Context: an optimization exercise on an open-source flow, tuned for a short achievable clock period and few clock cycles. The choices shown serve that exercise and are no tape-out recipe.
The RTL was checked by simulation tests, not by an equivalence proof against the original design.
Power and IR drop assume default switching activity.

## main
Design riscv_single_cycle, start of the top module:
module riscv_single_cycle (
    input  wire        clk,
    input  wire        rst,
    output wire [31:0] imem_addr,
    input  wire [31:0] imem_rdata,
    output wire [31:0] dmem_addr,
    output wire [31:0] dmem_wdata,
    output wire        dmem_we,
    input  wire [31:0] dmem_rdata
);
For scale: about 4400 cells after synthesis, ~1300 flip-flops, ~0.065 mm² of cells after synthesis.
export LEC_CHECK = 0
export ABC_CLOCK_PERIOD_IN_PS = 2500
export CAP_MARGIN = 20
export CORE_MARGIN = 2
export CORE_UTILIZATION = 40
export PLACE_DENSITY = 0.6
export SETUP_SLACK_MARGIN = 5
export SLEW_MARGIN = 20
export TNS_END_PERCENT = 100
create_clock -name core_clock -period 10.0 [get_ports {clk}]
run.sh (not shown) runs the stock make flow with config.mk's settings and CLKGATE_MAP_FILE= SYNTH_SCRIPT=/design/flow/synth_recipe.tcl, a recipe that flattens the netlist after the stock synthesis.
main finished every step from synthesis to the final layout, and the layout passed the timing, design-rule and antenna checks.
Testbench counts of main, summed over its fixed seeds: cycles 53,980.
#### Input delta (the feature branch over main)
==> flow/flow/run.sh (new file) <==
#!/bin/bash
set -euo pipefail
MARGIN=6.8
sed -E "s/SETUP_SLACK_MARGIN=[0-9.]+/SETUP_SLACK_MARGIN=${MARGIN}/" standard.sh > standard_tight.sh
grep -q "SETUP_SLACK_MARGIN=${MARGIN}" standard_tight.sh
bash standard_tight.sh > make_flow.log 2>&1
==> flow/standard.sh (new file) <==
#!/bin/bash
# synth_recipe.tcl (not shown) runs the flow's synth.tcl, then flattens the netlist and writes it again
# the make line also repeats each setting of config.mk as NAME=value (left out here)
make -C /OpenROAD-flow-scripts/flow DESIGN_CONFIG=/design/flow/config.mk WORK_HOME=/design/flow/orfs CLKGATE_MAP_FILE= SYNTH_SCRIPT=/design/flow/synth_recipe.tcl "${@:-finish}"
removed: flow/run.sh
--- outcome ---
[the feature branch] global-route wire length before repair rose 32000 µm relative to main. Sequential share of layout area, the feature branch and main: larger value in main. In the feature branch, critical path depth is higher than in main. Lower combinational fraction of design power among the feature branch and main: main. Area: the feature branch vs main -> the feature branch larger. Lower routed wire length goes to main over the feature branch. The feature branch -> main: average size of a mapped cell delta 0, exact match. NOTE met1 wire length main->the feature branch increased by a few percent. Status | the feature branch and main | clean. Compared with main, in the feature branch via count +3814, global-route usage +3.1 points.

* * *

riscv_single_cycle, a different RTL version from the one above (not shown whole).
For scale: roughly 6,400 cells after synthesis, about 160 I/O pins, roughly 0.075 mm² of cells after synthesis.
clock: 10.0 ns
lec_check: 0
abc_clock_period_in_ps: 2500
cap_margin: 20
core_margin: 2
core_utilization: 40
place_density: 0.6
setup_slack_margin: 5
slew_margin: 20
synth_hierarchical: 1
tns_end_percent: 100
standard.sh (not shown) runs the stock make flow with config.mk's settings and CLKGATE_MAP_FILE= SYNTH_SCRIPT=/design/flow/synth_recipe.tcl, a recipe that flattens the netlist after the stock synthesis.
==> flow/flow/run.sh <==
#!/bin/bash
set -euo pipefail
MARGIN=7.3
sed -E "s/SETUP_SLACK_MARGIN=[0-9.]+/SETUP_SLACK_MARGIN=${MARGIN}/" standard.sh > standard_tight.sh
grep -q "SETUP_SLACK_MARGIN=${MARGIN}" standard_tight.sh
bash standard_tight.sh > make_flow.log 2>&1
Testbench counts at the start, summed over its fixed seeds: cycles 53,980.
Change:
--- a/flow/flow/run.sh
+++ b/flow/flow/run.sh
@@ -3 +3 @@
-MARGIN=7.3
+MARGIN=6.8
=> Power came out lower by a few percent; wire length fell by roughly a tenth; core utilization decreases by 4.2 points; cell count decreases by a few percent; fmax went up slightly; cell area went down by a little under a tenth; area after synthesis stays the same; first-iteration DRC count went down by roughly a tenth; non-clock buffer count drops by 365; register-to-register slack gets better by 0.09 ns; worst setup slack improved by 0.054 ns.

* * *

## PW
riscv_single_cycle, a different RTL version from the one above (not shown whole).
clock: 10.0 ns
lec_check: 0
abc_clock_period_in_ps: 2500
cap_margin: 20
core_margin: 2
core_utilization: 60
place_density: 0.72
setup_slack_margin: 5
slew_margin: 20
synth_hierarchical: 1
tns_end_percent: 100
==> flow/flow/run.sh <==
#!/bin/bash
set -euo pipefail
MARGIN=6.8
sed -E "s/SETUP_SLACK_MARGIN=[0-9.]+/SETUP_SLACK_MARGIN=${MARGIN}/" standard.sh > standard_tight.sh
grep -q "SETUP_SLACK_MARGIN=${MARGIN}" standard_tight.sh
bash standard_tight.sh > make_flow.log 2>&1
PW finished all stages; the layout is clean.
Testbench counts of PW, summed over its fixed seeds: cycles 53,980.
[inputs] MS vs PW
- changing CORE_UTILIZATION from 60 to 40
- changing PLACE_DENSITY from 0.72 to 0.6
## What came out
MS: done, clean on timing, DRC and antenna
In the reports for PW and MS, the smaller power density of the placed cells belongs to PW.
In the metrics for PW and MS, the one carrying the lower critical path depth is MS.
Of PW and MS, the run reporting the higher share of the clock period used by the worst path was PW.
The higher actual transition at the worst max-transition pin of PW and MS is in PW.
Summary of MS over PW: utilization decreased by 24 points relative to the old numbers, clock tree buffer depth closely matched the old numbers, initial antenna violation count decreased by 5 relative to the old numbers, clock latency reported for the late side of the worst-skew pair increased by 0.02 ns relative to the old numbers, wire length reported by the detailed router increased by about 4% relative to the old numbers.
Comparing the two runs side by side, MS comes out ahead of PW on worst hold slack.
The setup slack of MS is larger than that of PW.

[re-timing with driven ports]
How much do the figures lean on ideal ports? The routed layouts below were timed once more, with nothing changed but the port constraints. Step 1 sets driving cells, clkbuf_16 on the clock port and buf_2 on the other inputs (assumed; they add their load-dependent delay and slew). Step 2 times the ports against the registers' clock, not the clock port: input delays grow and output delays shrink by t, the midpoint of the rising clock arrivals with the driver on. Slacks: ideal ports / drivers / drivers and shift; pairs: ideal ports / drivers.
run	t (ns)	slack for setup (ns)	latest minus earliest clock arrival (ns)	slew at the worst register clock pin (ns)	worst slew at a driven data input, ns
main	0.863	5.071 / 5.071 / 4.426	0.056 / 0.055	0.07 / 0.07	0.09
the feature branch	0.877	5.964 / 5.964 / 5.221	0.049 / 0.049	0.07 / 0.07	0.36
the first run of note 2	0.903	6.503 / 6.503 / 5.622	0.044 / 0.044	0.07 / 0.07	0.41
the second run of note 2	0.899	6.557 / 6.464 / 5.597	0.054 / 0.053	0.07 / 0.07	0.28
PW	0.901	6.221 / 6.221 / 5.609	0.051 / 0.052	0.07 / 0.07	0.34
MS	0.921	6.486 / 6.391 / 5.485	0.049 / 0.049	0.07 / 0.07	0.34
After both steps every run listed still meets setup and hold. The setup slack of MS, which loses most, moves by -0.095 ns with the drivers and by -1.001 ns with both steps.
